This is an optimization exercise on Yosys and OpenROAD, whose aim is small area and a short achievable clock period, not a production implementation. RTL that was checked went through simulation tests only; none was proved equivalent to the original. No activity file was given, so power comes from the tool's default toggle rates.

==> trial 14 <==
==> flow/design.v (excerpt) <==
module Execution(
    input wire clk,
    input wire rst,
    input wire [6:0] opcode,
    input wire [4:0] dstin,
    input wire [31:0] src1,
    input wire [31:0] src2,
    input wire [9:0] offsetlo,
    output reg [31:0] result,
    output wire [6:0] memOp,
    output reg [9:0] MemAddr,
    input wire enable,
    output wire Nop21
    );
clock: 9.0 ns
lec_check: 0
cap_margin: 20
core_margin: 2
core_utilization: 40
slew_margin: 20
run.sh (not shown) runs the stock make flow with config.mk's settings and CLKGATE_MAP_FILE= SYNTH_SCRIPT=/design/flow/synth_recipe.tcl, a recipe that flattens the netlist after the stock synthesis.
==> inputs of build 57, as changes to trial 14 <==
SETUP_SLACK_MARGIN = 4.5   (was unset)
==> run summary <==
| item | build 57 | trial 14 |
|---|---|---|
| Status | no timing/DRC/antenna violations | no timing/DRC/antenna violations |
| Shortest clock period the worst path allows after layout | 5610 ps | 7050 ps |
| Count of multi-input gates | 1,478 | 1,476 |
| Post-CTS Setup Repair Bufs | 78 | 0 |
| Power Clock | 0.667 mW | 0.706 mW |
| Largest vdd supply drop | 138 uV | 105 uV |
| Most common library cell in the layout ignoring fill and taps | sky130_fd_sc_hd__inv_1 | sky130_fd_sc_hd__a21oi_1 |
| Routed Wire Length | 60.6 mm | 53.0 mm |
| Global routing usage summed across all routing layers | 28.9% | 25.7% |
| Critical Path Most Common Cell | sky130_fd_sc_hd__buf_6 | sky130_fd_sc_hd__fa_1 |
| Routing usage on met1 | 39.8% | 36.5% |
| Transition time at the pin with the least slew margin | 1000 ps | 1160 ps |
| Worst Path Required | 9300 ps | 9280 ps |
| Area occupied by multi-input gates | 0.0122 sq mm | 0.0112 sq mm |
| Internal power component | 1.39 mW | 1.33 mW |
| First-pass GRT wire length | 90.6 mm | 82.3 mm |
| Number of cells after detailed placement | 2,454 | 2,453 |
| Share of total power in sequential cells | 27.0% | 29.1% |
| Post-Route Skew | 11.7 ps | 6.84 ps |
| DR vias/cell | 6.04 | 5.96 |
| Final critical-path setup slack | 3390 ps | 1950 ps |
No functional check of the RTL was part of any run of this note.

========
==> quartz: inputs <==
==> flow/design.v <==
module Execution(
    input wire clk,
    input wire rst,
    input wire [6:0] opcode,
    input wire [4:0] dstin,
    input wire [31:0] src1,
    input wire [31:0] src2,
    input wire [9:0] offsetlo,
    output reg [31:0] result,
    output wire [6:0] memOp,
    output reg [9:0] MemAddr,
    input wire enable,
    output wire Nop21
    );
    reg doneMult;       
    reg multing;        
    reg [2:0] phase;    
    reg [31:0] ma;      
    reg [23:0] mb;      
    reg [3:0] bone, btwo, neg;   
    reg bprev;          
    reg [7:0] cs8;      
    reg cy;             
    reg [1:0] mop;      
    wire isMul = (opcode == 7'h02);
    exec_nop u_nop (.opcode(opcode), .done(doneMult), .nop(Nop21));
    assign memOp = {5'b00100, mop};
    wire isLS = (opcode[6:2] == 5'b00100);
    wire first = (phase == 3'd1);
    wire [23:0] cs = {ma[31:24] & {8{~first}}, mb[7:0] & {8{~first}}, cs8};
    wire [31:0] pp0, pp1, pp2, pp3;
    wire [32:0] ma0 = {ma, 1'b0};
    genvar k, i;
    generate for (k = 0; k < 4; k = k + 1) begin : g_booth
        wire [31:0] row;
        for (i = 0; i < 32; i = i + 1) begin : g_bit
            if (i < 2*k) begin : g_z
                assign row[i] = 1'b0;
            end else begin : g_s
                assign row[i] = ((bone[k] & ma0[i-2*k+1]) | (btwo[k] & ma0[i-2*k])) ^ neg[k];
            end
        end
        if (k == 0) begin : g_r0 assign pp0 = row; end
        if (k == 1) begin : g_r1 assign pp1 = row; end
        if (k == 2) begin : g_r2 assign pp2 = row; end
        if (k == 3) begin : g_r3 assign pp3 = row; end
    end endgenerate
    wire t1, t2;
    assign {t2, t1} = cs[0] + result[0] + neg[0];
    wire t3, t4;
    assign {t4, t3} = cs[1] + result[1] + t2;
    wire t5, t6;
    assign {t6, t5} = cs[2] + result[2] + neg[1];
    wire t7, t8;
    assign {t8, t7} = t5 + pp0[2] + pp1[2];
    wire t9, t10;
    assign {t10, t9} = cs[3] + result[3] + t6;
    wire t11, t12;
    assign {t12, t11} = pp0[3] + pp1[3] + t9;
    wire t13, t14;
    assign {t14, t13} = cs[4] + result[4] + neg[2];
    wire t15, t16;
    assign {t16, t15} = t13 + pp0[4] + pp1[4];
    wire t17, t18;
    assign {t18, t17} = pp2[4] + t10 + t15;
    wire t19, t20;
    assign {t20, t19} = cs[5] + result[5] + t14;
    wire t21, t22;
    assign {t22, t21} = pp0[5] + pp1[5] + pp2[5];
    wire t23, t24;
    assign {t24, t23} = t19 + t16 + t21;
    wire t25, t26;
    assign {t26, t25} = cs[6] + result[6] + neg[3];
    wire t27, t28;
    assign {t28, t27} = t25 + pp0[6] + pp1[6];
    wire t29, t30;
    assign {t30, t29} = pp2[6] + pp3[6] + t20;
    wire t31, t32;
    assign {t32, t31} = t22 + t27 + t29;
    wire t33, t34;
    assign {t34, t33} = cs[7] + result[7] + t26;
    wire t35, t36;
    assign {t36, t35} = pp0[7] + pp1[7] + pp2[7];
    wire t37, t38;
    assign {t38, t37} = pp3[7] + t33 + t28;
    wire t39, t40;
    assign {t40, t39} = t35 + t30 + t37;
    wire t41, t42;
    assign {t42, t41} = cs[8] + result[8] + pp0[8];
    wire t43, t44;
    assign {t44, t43} = pp1[8] + pp2[8] + pp3[8];
    wire t45, t46;
    assign {t46, t45} = t34 + t36 + t41;
    wire t47, t48;
    assign {t48, t47} = t43 + t38 + t45;
    wire t49, t50;
    assign {t50, t49} = cs[9] + result[9] + pp0[9];
    wire t51, t52;
    assign {t52, t51} = pp1[9] + pp2[9] + pp3[9];
    wire t53, t54;
    assign {t54, t53} = t42 + t44 + t49;
    wire t55, t56;
    assign {t56, t55} = t51 + t46 + t53;
    wire t57, t58;
    assign {t58, t57} = cs[10] + result[10] + pp0[10];
    wire t59, t60;
    assign {t60, t59} = pp1[10] + pp2[10] + pp3[10];
    wire t61, t62;
    assign {t62, t61} = t50 + t52 + t57;
    wire t63, t64;
    assign {t64, t63} = t59 + t54 + t61;
    wire t65, t66;
    assign {t66, t65} = cs[11] + result[11] + pp0[11];
    wire t67, t68;
    assign {t68, t67} = pp1[11] + pp2[11] + pp3[11];
    wire t69, t70;
    assign {t70, t69} = t58 + t60 + t65;
    wire t71, t72;
    assign {t72, t71} = t67 + t62 + t69;
    wire t73, t74;
    assign {t74, t73} = cs[12] + result[12] + pp0[12];
    wire t75, t76;
    assign {t76, t75} = pp1[12] + pp2[12] + pp3[12];
    wire t77, t78;
    assign {t78, t77} = t66 + t68 + t73;
    wire t79, t80;
    assign {t80, t79} = t75 + t70 + t77;
    wire t81, t82;
    assign {t82, t81} = cs[13] + result[13] + pp0[13];
    wire t83, t84;
    assign {t84, t83} = pp1[13] + pp2[13] + pp3[13];
    wire t85, t86;
    assign {t86, t85} = t74 + t76 + t81;
    wire t87, t88;
    assign {t88, t87} = t83 + t78 + t85;
    wire t89, t90;
    assign {t90, t89} = cs[14] + result[14] + pp0[14];
    wire t91, t92;
    assign {t92, t91} = pp1[14] + pp2[14] + pp3[14];
    wire t93, t94;
    assign {t94, t93} = t82 + t84 + t89;
    wire t95, t96;
    assign {t96, t95} = t91 + t86 + t93;
    wire t97, t98;
    assign {t98, t97} = cs[15] + result[15] + pp0[15];
    wire t99, t100;
    assign {t100, t99} = pp1[15] + pp2[15] + pp3[15];
    wire t101, t102;
    assign {t102, t101} = t90 + t92 + t97;
    wire t103, t104;
    assign {t104, t103} = t99 + t94 + t101;
    wire t105, t106;
    assign {t106, t105} = cs[16] + result[16] + pp0[16];
    wire t107, t108;
    assign {t108, t107} = pp1[16] + pp2[16] + pp3[16];
    wire t109, t110;
    assign {t110, t109} = t100 + t98 + t105;
    wire t111, t112;
    assign {t112, t111} = t107 + t102 + t109;
    wire t113, t114;
    assign {t114, t113} = cs[17] + result[17] + pp0[17];
    wire t115, t116;
    assign {t116, t115} = pp1[17] + pp2[17] + pp3[17];
    wire t117, t118;
    assign {t118, t117} = t106 + t108 + t113;
    wire t119, t120;
    assign {t120, t119} = t115 + t110 + t117;
    wire t121, t122;
    assign {t122, t121} = cs[18] + result[18] + pp0[18];
    wire t123, t124;
    assign {t124, t123} = pp1[18] + pp2[18] + pp3[18];
    wire t125, t126;
    assign {t126, t125} = t114 + t116 + t121;
    wire t127, t128;
    assign {t128, t127} = t123 + t118 + t125;
    wire t129, t130;
    assign {t130, t129} = cs[19] + result[19] + pp0[19];
    wire t131, t132;
    assign {t132, t131} = pp1[19] + pp2[19] + pp3[19];
    wire t133, t134;
    assign {t134, t133} = t122 + t124 + t129;
    wire t135, t136;
    assign {t136, t135} = t131 + t126 + t133;
    wire t137, t138;
    assign {t138, t137} = cs[20] + result[20] + pp0[20];
    wire t139, t140;
    assign {t140, t139} = pp1[20] + pp2[20] + pp3[20];
    wire t141, t142;
    assign {t142, t141} = t130 + t132 + t137;
    wire t143, t144;
    assign {t144, t143} = t139 + t134 + t141;
    wire t145, t146;
    assign {t146, t145} = cs[21] + result[21] + pp0[21];
    wire t147, t148;
    assign {t148, t147} = pp1[21] + pp2[21] + pp3[21];
    wire t149, t150;
    assign {t150, t149} = t138 + t140 + t145;
    wire t151, t152;
    assign {t152, t151} = t147 + t142 + t149;
    wire t153, t154;
    assign {t154, t153} = cs[22] + result[22] + pp0[22];
    wire t155, t156;
    assign {t156, t155} = pp1[22] + pp2[22] + pp3[22];
    wire t157, t158;
    assign {t158, t157} = t146 + t148 + t153;
    wire t159, t160;
    assign {t160, t159} = t155 + t150 + t157;
    wire t161, t162;
    assign {t162, t161} = cs[23] + result[23] + pp0[23];
    wire t163, t164;
    assign {t164, t163} = pp1[23] + pp2[23] + pp3[23];
    wire t165, t166;
    assign {t166, t165} = t154 + t156 + t161;
    wire t167, t168;
    assign {t168, t167} = t163 + t158 + t165;
    wire t169, t170;
    assign {t170, t169} = result[24] + pp0[24] + pp1[24];
    wire t171, t172;
    assign {t172, t171} = pp2[24] + pp3[24] + t162;
    wire t173, t174;
    assign {t174, t173} = t164 + t169 + t166;
    wire t175, t176;
    assign {t176, t175} = t171 + t168;
    wire t177, t178;
    assign {t178, t177} = result[25] + pp0[25] + pp1[25];
    wire t179, t180;
    assign {t180, t179} = pp2[25] + pp3[25] + t170;
    wire t181, t182;
    assign {t182, t181} = t177 + t172 + t179;
    wire t183, t184;
    assign {t184, t183} = t174 + t181;
    wire t185, t186;
    assign {t186, t185} = result[26] + pp0[26] + pp1[26];
    wire t187, t188;
    assign {t188, t187} = pp2[26] + pp3[26] + t178;
    wire t189, t190;
    assign {t190, t189} = t185 + t180 + t187;
    wire t191, t192;
    assign {t192, t191} = t182 + t189;
    wire t193, t194;
    assign {t194, t193} = result[27] + pp0[27] + pp1[27];
    wire t195, t196;
    assign {t196, t195} = pp2[27] + pp3[27] + t186;
    wire t197, t198;
    assign {t198, t197} = t193 + t188 + t195;
    wire t199, t200;
    assign {t200, t199} = t190 + t197;
    wire t201, t202;
    assign {t202, t201} = result[28] + pp0[28] + pp1[28];
    wire t203, t204;
    assign {t204, t203} = pp2[28] + pp3[28] + t194;
    wire t205, t206;
    assign {t206, t205} = t201 + t196 + t203;
    wire t207, t208;
    assign {t208, t207} = t198 + t205;
    wire t209, t210;
    assign {t210, t209} = result[29] + pp0[29] + pp1[29];
    wire t211, t212;
    assign {t212, t211} = pp2[29] + pp3[29] + t202;
    wire t213, t214;
    assign {t214, t213} = t209 + t204 + t211;
    wire t215, t216;
    assign {t216, t215} = t206 + t213;
    wire t217, t218;
    assign {t218, t217} = result[30] + pp0[30] + pp1[30];
    wire t219, t220;
    assign {t220, t219} = pp2[30] + pp3[30] + t210;
    wire t221, t222;
    assign {t222, t221} = t217 + t212 + t219;
    wire t223, t224;
    assign {t224, t223} = t214 + t221;
    wire t225, t226;
    assign {t226, t225} = result[31] + pp0[31] + pp1[31];
    wire t227, t228;
    assign {t228, t227} = pp2[31] + pp3[31] + t218;
    wire t229, t230;
    assign {t230, t229} = t225 + t220 + t227;
    wire t231, t232;
    assign {t232, t231} = t222 + t229;
    wire [31:0] sa = {t224, t216, t208, t200, t192, t184, t176, t173, t160, t152, t144, t136, t128, t120, t112, t104, t96, t88, t80, t72, t64, t56, t48, t40, t32, t24, t18, t12, t8, t4, pp0[1], pp0[0]};
    wire [31:0] sb = {t231, t223, t215, t207, t199, t191, t183, t175, t167, t159, t151, t143, t135, t127, t119, t111, t103, t95, t87, t79, t71, t63, t55, t47, t39, t31, t23, t17, t11, t7, t3, t1};
    wire [8:0] fin = sa[7:0] + sb[7:0] + {7'd0, cy};
    wire [23:0] keep = (phase == 3'd2) ? 24'hFF0000 :
                       (phase == 3'd3) ? 24'hFFFF00 :
                       (phase == 3'd4) ? 24'hFFFFFF : 24'h000000;
    wire [31:0] acc = {(keep & result[31:8]) | (~keep & sa[31:8]), fin[7:0]};
    wire [31:0] accr = {acc[7:0], acc[31:8]};
    wire [7:0] nbyte = ~multing ? src2[7:0] :
                       (phase == 3'd1) ? mb[7:0] :
                       (phase == 3'd2) ? mb[15:8] : mb[23:16];
    wire [8:0] nw9 = {nbyte, multing & bprev};
    wire [3:0] none, ntwo, nneg;
    generate for (k = 0; k < 4; k = k + 1) begin : g_enc
        wire b0 = nw9[2*k], b1 = nw9[2*k+1], b2 = nw9[2*k+2];
        assign none[k] = b1 ^ b0;
        assign ntwo[k] = (b2 & ~b1 & ~b0) | (~b2 & b1 & b0);
        assign nneg[k] = b2;
    end endgenerate
    wire sub = opcode[0];
    wire [32:0] alu33 = {src1, 1'b1} + {src2 ^ {32{sub}}, sub};
    wire [31:0] alu = alu33[32:1];
    wire isAS = (opcode[6:1] == 6'd0);
    wire isNop = (opcode == 7'h3F);
    wire isOther = ~isAS & ~isMul & ~isLS & ~isNop;
    wire mstep = multing & (phase != 3'd5);
    wire selA = ~rst & isAS;
    wire selL = ~rst & isLS;
    wire selM = ~rst & isMul & mstep;
    wire selO = ~rst & isOther;
    wire rHold = ~rst & (~enable | isNop | (isMul & (phase == 3'd5)));
    wire [31:0] rd = ({32{selA}} & alu) | ({32{selL}} & src1) | ({32{selM}} & accr) | {32{selO}};
    always @(posedge clk) begin
        if (~rHold) result <= rd;
    end
    always @(posedge clk) begin
        if (rst) begin
            doneMult <= 1'b0;
            multing <= 1'b0;
            phase <= 3'd0;
        end else if (enable & isMul) begin
            if (phase == 3'd0) begin
                phase <= 3'd1;
                multing <= 1'b1;
            end else if (phase == 3'd5) begin
                doneMult <= 1'b1;
                multing <= 1'b0;
                phase <= 3'd0;
            end else begin
                phase <= phase + 3'd1;
            end
        end
    end
    always @(posedge clk) begin
        if (~multing) begin
            ma <= src1;
            mb <= src2[31:8];
        end else if (enable) begin
            ma[31:24] <= sb[31:24];
            mb[7:0] <= sb[23:16];
        end
    end
    always @(posedge clk) begin
        if (enable) begin
            if (~multing) begin
                cs8 <= 8'd0;
                cy <= 1'b0;
            end else begin
                cs8 <= sb[15:8];
                cy <= fin[8];
            end
            bone <= none;
            btwo <= ntwo;
            neg <= nneg;
            bprev <= nbyte[7];
        end
    end
    always @(posedge clk) begin
        if (~rst & enable & isLS) begin
            MemAddr <= offsetlo + {5'd0, dstin};
            mop <= opcode[1:0];
        end
    end
endmodule
module exec_nop(
    input wire [6:0] opcode,
    input wire done,
    output wire nop
    );
    assign nop = ~done & (opcode == 7'h02);
endmodule
==> flow/flow/run.sh <==
#!/bin/bash
# The standard layout, with plain buffers (buf_1) on the ports instead of
# the delay cells buffer_ports picks by default. Timing repair resizes them.
set -euo pipefail
export BUFFER_PORTS_ARGS="-buffer_cell sky130_fd_sc_hd__buf_1"
bash standard.sh > standard_flow.log 2>&1
==> flow/standard.sh <==
#!/bin/bash
# synth_recipe.tcl (not shown) runs the flow's synth.tcl, then flattens the netlist and writes it again
# the make line also repeats each setting of config.mk as NAME=value (left out here)
make -C /OpenROAD-flow-scripts/flow DESIGN_CONFIG=/design/flow/config.mk WORK_HOME=/design/flow/orfs CLKGATE_MAP_FILE= SYNTH_SCRIPT=/design/flow/synth_recipe.tcl "${@:-finish}"
==> flow/config.mk <==
export PLATFORM = sky130hd
export DESIGN_NAME = Execution
export DESIGN_NICKNAME = Execution
export VERILOG_FILES = /design/flow/design.v
export SDC_FILE = /design/flow/constraint.sdc
export NUM_CORES = 4
export LEC_CHECK = 0
export CAP_MARGIN = 20
export CORE_MARGIN = 2
export CORE_UTILIZATION = 60
export CTS_BUF_LIST = sky130_fd_sc_hd__clkbuf_4 sky130_fd_sc_hd__clkbuf_8
export SETUP_SLACK_MARGIN = 4.5
export SLEW_MARGIN = 20
export SYNTH_HIERARCHICAL = 1
==> flow/constraint.sdc <==
create_clock -name core_clock -period 9.0 [get_ports {clk}]
set_input_delay 1.8000 -clock core_clock [delete_from_list [all_inputs] [get_ports {clk}]]
set_output_delay 1.8000 -clock core_clock [all_outputs]
set_load 0.01 [all_outputs]
==> pepper: changes against quartz <==
--- a/flow/design.v
+++ b/flow/design.v
@@ -19,15 +19,13 @@
     reg [23:0] mb;      
     reg [3:0] bone, btwo, neg;   
     reg bprev;          
-    reg [7:0] cs8;      
+    reg [23:0] cs;      
     reg cy;             
     reg [1:0] mop;      
     wire isMul = (opcode == 7'h02);
-    exec_nop u_nop (.opcode(opcode), .done(doneMult), .nop(Nop21));
+    assign Nop21 = ~doneMult & isMul;
     assign memOp = {5'b00100, mop};
     wire isLS = (opcode[6:2] == 5'b00100);
-    wire first = (phase == 3'd1);
-    wire [23:0] cs = {ma[31:24] & {8{~first}}, mb[7:0] & {8{~first}}, cs8};
     wire [31:0] pp0, pp1, pp2, pp3;
     wire [32:0] ma0 = {ma, 1'b0};
     genvar k, i;
@@ -299,53 +297,44 @@
     wire sub = opcode[0];
     wire [32:0] alu33 = {src1, 1'b1} + {src2 ^ {32{sub}}, sub};
     wire [31:0] alu = alu33[32:1];
-    wire isAS = (opcode[6:1] == 6'd0);
-    wire isNop = (opcode == 7'h3F);
-    wire isOther = ~isAS & ~isMul & ~isLS & ~isNop;
-    wire mstep = multing & (phase != 3'd5);
-    wire selA = ~rst & isAS;
-    wire selL = ~rst & isLS;
-    wire selM = ~rst & isMul & mstep;
-    wire selO = ~rst & isOther;
-    wire rHold = ~rst & (~enable | isNop | (isMul & (phase == 3'd5)));
-    wire [31:0] rd = ({32{selA}} & alu) | ({32{selL}} & src1) | ({32{selM}} & accr) | {32{selO}};
-    always @(posedge clk) begin
-        if (~rHold) result <= rd;
-    end
     always @(posedge clk) begin
         if (rst) begin
             doneMult <= 1'b0;
             multing <= 1'b0;
             phase <= 3'd0;
-        end else if (enable & isMul) begin
-            if (phase == 3'd0) begin
-                phase <= 3'd1;
-                multing <= 1'b1;
-            end else if (phase == 3'd5) begin
-                doneMult <= 1'b1;
-                multing <= 1'b0;
-                phase <= 3'd0;
-            end else begin
-                phase <= phase + 3'd1;
-            end
-        end
-    end
-    always @(posedge clk) begin
-        if (~multing) begin
-            ma <= src1;
-            mb <= src2[31:8];
+            result <= 32'd0;
         end else if (enable) begin
-            ma[31:24] <= sb[31:24];
-            mb[7:0] <= sb[23:16];
+            case (opcode)
+                7'h00, 7'h01: result <= alu;
+                7'h02: begin
+                    if (phase == 3'd0) begin
+                        result <= 32'd0;
+                        phase <= 3'd1;
+                        multing <= 1'b1;
+                    end else if (phase == 3'd5) begin
+                        doneMult <= 1'b1;
+                        multing <= 1'b0;
+                        phase <= 3'd0;
+                    end else begin
+                        result <= accr;
+                        phase <= phase + 3'd1;
+                    end
+                end
+                7'h10, 7'h11, 7'h12, 7'h13: result <= src1;
+                7'h3F: ;
+                default: result <= 32'hFFFFFFFF;
+            endcase
         end
     end
     always @(posedge clk) begin
         if (enable) begin
             if (~multing) begin
-                cs8 <= 8'd0;
+                ma <= src1;
+                mb <= src2[31:8];
+                cs <= 24'd0;
                 cy <= 1'b0;
             end else begin
-                cs8 <= sb[15:8];
+                cs <= sb[31:8];
                 cy <= fin[8];
             end
             bone <= none;
@@ -361,10 +350,3 @@
         end
     end
 endmodule
-module exec_nop(
-    input wire [6:0] opcode,
-    input wire done,
-    output wire nop
-    );
-    assign nop = ~done & (opcode == 7'h02);
-endmodule
--- a/flow/config.mk
+++ b/flow/config.mk
@@ -7,8 +7,7 @@
 export LEC_CHECK = 0
 export CAP_MARGIN = 20
 export CORE_MARGIN = 2
-export CORE_UTILIZATION = 60
+export CORE_UTILIZATION = 40
 export CTS_BUF_LIST = sky130_fd_sc_hd__clkbuf_4 sky130_fd_sc_hd__clkbuf_8
 export SETUP_SLACK_MARGIN = 4.5
 export SLEW_MARGIN = 20
-export SYNTH_HIERARCHICAL = 1
==> amber: changes against quartz <==
--- a/flow/design.v
+++ b/flow/design.v
@@ -19,15 +19,13 @@
     reg [23:0] mb;      
     reg [3:0] bone, btwo, neg;   
     reg bprev;          
-    reg [7:0] cs8;      
+    reg [23:0] cs;      
     reg cy;             
     reg [1:0] mop;      
     wire isMul = (opcode == 7'h02);
-    exec_nop u_nop (.opcode(opcode), .done(doneMult), .nop(Nop21));
+    assign Nop21 = ~doneMult & (isMul | multing);
     assign memOp = {5'b00100, mop};
     wire isLS = (opcode[6:2] == 5'b00100);
-    wire first = (phase == 3'd1);
-    wire [23:0] cs = {ma[31:24] & {8{~first}}, mb[7:0] & {8{~first}}, cs8};
     wire [31:0] pp0, pp1, pp2, pp3;
     wire [32:0] ma0 = {ma, 1'b0};
     genvar k, i;
@@ -285,10 +283,10 @@
                        (phase == 3'd4) ? 24'hFFFFFF : 24'h000000;
     wire [31:0] acc = {(keep & result[31:8]) | (~keep & sa[31:8]), fin[7:0]};
     wire [31:0] accr = {acc[7:0], acc[31:8]};
-    wire [7:0] nbyte = ~multing ? src2[7:0] :
+    wire [7:0] nbyte = (phase == 3'd0) ? src2[7:0] :
                        (phase == 3'd1) ? mb[7:0] :
                        (phase == 3'd2) ? mb[15:8] : mb[23:16];
-    wire [8:0] nw9 = {nbyte, multing & bprev};
+    wire [8:0] nw9 = {nbyte, (phase == 3'd0) ? 1'b0 : bprev};
     wire [3:0] none, ntwo, nneg;
     generate for (k = 0; k < 4; k = k + 1) begin : g_enc
         wire b0 = nw9[2*k], b1 = nw9[2*k+1], b2 = nw9[2*k+2];
@@ -299,53 +297,44 @@
     wire sub = opcode[0];
     wire [32:0] alu33 = {src1, 1'b1} + {src2 ^ {32{sub}}, sub};
     wire [31:0] alu = alu33[32:1];
-    wire isAS = (opcode[6:1] == 6'd0);
-    wire isNop = (opcode == 7'h3F);
-    wire isOther = ~isAS & ~isMul & ~isLS & ~isNop;
-    wire mstep = multing & (phase != 3'd5);
-    wire selA = ~rst & isAS;
-    wire selL = ~rst & isLS;
-    wire selM = ~rst & isMul & mstep;
-    wire selO = ~rst & isOther;
-    wire rHold = ~rst & (~enable | isNop | (isMul & (phase == 3'd5)));
-    wire [31:0] rd = ({32{selA}} & alu) | ({32{selL}} & src1) | ({32{selM}} & accr) | {32{selO}};
-    always @(posedge clk) begin
-        if (~rHold) result <= rd;
-    end
     always @(posedge clk) begin
         if (rst) begin
             doneMult <= 1'b0;
             multing <= 1'b0;
             phase <= 3'd0;
-        end else if (enable & isMul) begin
-            if (phase == 3'd0) begin
-                phase <= 3'd1;
-                multing <= 1'b1;
-            end else if (phase == 3'd5) begin
-                doneMult <= 1'b1;
-                multing <= 1'b0;
-                phase <= 3'd0;
-            end else begin
-                phase <= phase + 3'd1;
-            end
-        end
-    end
-    always @(posedge clk) begin
-        if (~multing) begin
-            ma <= src1;
-            mb <= src2[31:8];
+            result <= 32'd0;
         end else if (enable) begin
-            ma[31:24] <= sb[31:24];
-            mb[7:0] <= sb[23:16];
+            case (opcode)
+                7'h00, 7'h01: result <= alu;
+                7'h02: begin
+                    if (phase == 3'd0) begin
+                        result <= 32'd0;
+                        phase <= 3'd1;
+                        multing <= 1'b1;
+                    end else if (phase == 3'd5) begin
+                        doneMult <= 1'b1;
+                        multing <= 1'b0;
+                        phase <= 3'd0;
+                    end else begin
+                        result <= accr;
+                        phase <= phase + 3'd1;
+                    end
+                end
+                7'h10, 7'h11, 7'h12, 7'h13: result <= src1;
+                7'h3F: ;
+                default: result <= 32'hFFFFFFFF;
+            endcase
         end
     end
     always @(posedge clk) begin
-        if (enable) begin
-            if (~multing) begin
-                cs8 <= 8'd0;
+        if (enable & isMul) begin
+            if (phase == 3'd0) begin
+                ma <= src1;
+                mb <= src2[31:8];
+                cs <= 24'd0;
                 cy <= 1'b0;
             end else begin
-                cs8 <= sb[15:8];
+                cs <= sb[31:8];
                 cy <= fin[8];
             end
             bone <= none;
@@ -361,10 +350,3 @@
         end
     end
 endmodule
-module exec_nop(
-    input wire [6:0] opcode,
-    input wire done,
-    output wire nop
-    );
-    assign nop = ~done & (opcode == 7'h02);
-endmodule
--- a/flow/config.mk
+++ b/flow/config.mk
@@ -7,8 +7,6 @@
 export LEC_CHECK = 0
 export CAP_MARGIN = 20
 export CORE_MARGIN = 2
-export CORE_UTILIZATION = 60
-export CTS_BUF_LIST = sky130_fd_sc_hd__clkbuf_4 sky130_fd_sc_hd__clkbuf_8
+export CORE_UTILIZATION = 40
 export SETUP_SLACK_MARGIN = 4.5
 export SLEW_MARGIN = 20
-export SYNTH_HIERARCHICAL = 1
==> fjord: changes against quartz <==
--- a/flow/design.v
+++ b/flow/design.v
@@ -23,7 +23,7 @@
     reg cy;             
     reg [1:0] mop;      
     wire isMul = (opcode == 7'h02);
-    exec_nop u_nop (.opcode(opcode), .done(doneMult), .nop(Nop21));
+    assign Nop21 = ~doneMult & isMul;
     assign memOp = {5'b00100, mop};
     wire isLS = (opcode[6:2] == 5'b00100);
     wire first = (phase == 3'd1);
@@ -361,10 +361,3 @@
         end
     end
 endmodule
-module exec_nop(
-    input wire [6:0] opcode,
-    input wire done,
-    output wire nop
-    );
-    assign nop = ~done & (opcode == 7'h02);
-endmodule
--- a/flow/config.mk
+++ b/flow/config.mk
@@ -7,8 +7,7 @@
 export LEC_CHECK = 0
 export CAP_MARGIN = 20
 export CORE_MARGIN = 2
-export CORE_UTILIZATION = 60
+export CORE_UTILIZATION = 40
 export CTS_BUF_LIST = sky130_fd_sc_hd__clkbuf_4 sky130_fd_sc_hd__clkbuf_8
 export SETUP_SLACK_MARGIN = 4.5
 export SLEW_MARGIN = 20
-export SYNTH_HIERARCHICAL = 1
==> impl_metrics.py <==
metrics = {
    "synthesis": {
        "synth_cells": 1250,
    },
    "final_layout": {
        "multi_input_cells": 929,
    },
    "setup_path": {
        "crit_required_ns": 7.20,
    },
    "outcome": {
        "status": "complete, no violations",
    },
    "power_and_ir_drop": {
        "p_seq_frac": 0.237,
    },
    "floorplan": {
        "core_um2": 31300,
    },
    "place": {
        "post-place-ws_ns": 3.89,
    },
}
[end of results for fjord]
==> impl_metrics.py <==
metrics = {
    "outcome": {
        "status": "complete, no violations",
    },
    "place": {
        "post-place-ws_ns": 3.84,
    },
    "floorplan": {
        "core_um2": 20900,
    },
    "final_layout": {
        "multi_input_cells": 941,
    },
    "setup_path": {
        "crit_required_ns": 9.21,
    },
    "power_and_ir_drop": {
        "p_seq_frac": 0.226,
    },
}
[end of results for quartz]
==> impl_metrics.py <==
metrics = {
    "place": {
        "post-place-ws_ns": 3.82,
    },
    "setup_path": {
        "crit_required_ns": 7.20,
    },
    "synthesis": {
        "synth_cells": 1358,
    },
    "outcome": {
        "status": "complete, no violations",
    },
    "floorplan": {
        "core_um2": 32500,
    },
}
[end of results for amber]
==> impl_metrics.py <==
metrics = {
    "outcome": {
        "status": "complete, no violations",
    },
    "setup_path": {
        "crit_required_ns": 7.20,
        "start_kind": "primary input",
    },
    "synthesis": {
        "synth_cells": 1317,
    },
    "power_and_ir_drop": {
        "p_seq_frac": 0.273,
    },
    "place": {
        "post-place-ws_ns": 3.80,
    },
    "final_layout": {
        "multi_input_cells": 954,
    },
}
[end of results for pepper]
For quartz, only the layout was checked, not whether the RTL still works.

port drivers added, routing unchanged:
The results above use ideal ports. As a check the final layouts listed here were re-extracted and re-timed, cells and wires unchanged.
Step 1 sets driving cells, clkbuf_16 on the clock port and buf_2 on the other inputs (assumed; they add their load-dependent delay and slew).
Step 2 also shifts input and output timing later by t, the mid clock arrival at the registers, as if the neighbouring blocks saw the same clock.
a / b / c = ideal ports / drivers / drivers and shift; a / b = the first two.
| run | shift t [ns] | slack for setup (ns) | hold slack, ns |
|---|---|---|---|
| trial 14 | 0.479 | 1.953 / 1.953 / 1.953 | 0.476 / 0.476 / 0.476 |
| build 57 | 0.482 | 3.387 / 3.387 / 3.387 | 0.507 / 0.507 / 0.507 |
| quartz | 0.494 | 4.594 / 4.617 / 4.122 | 0.488 / 0.488 / 0.488 |
| pepper | 0.510 | 4.503 / 4.464 / 4.148 | 0.496 / 0.496 / 0.496 |
| amber | 0.475 | 4.273 / 4.253 / 4.154 | 0.509 / 0.509 / 0.509 |
| fjord | 0.526 | 4.447 / 4.426 / 4.174 | 0.471 / 0.471 / 0.471 |
After both steps every run listed still meets setup and hold. For quartz, which loses most, drivers alone change the setup slack by +0.023 ns; drivers and shift together by -0.472 ns.
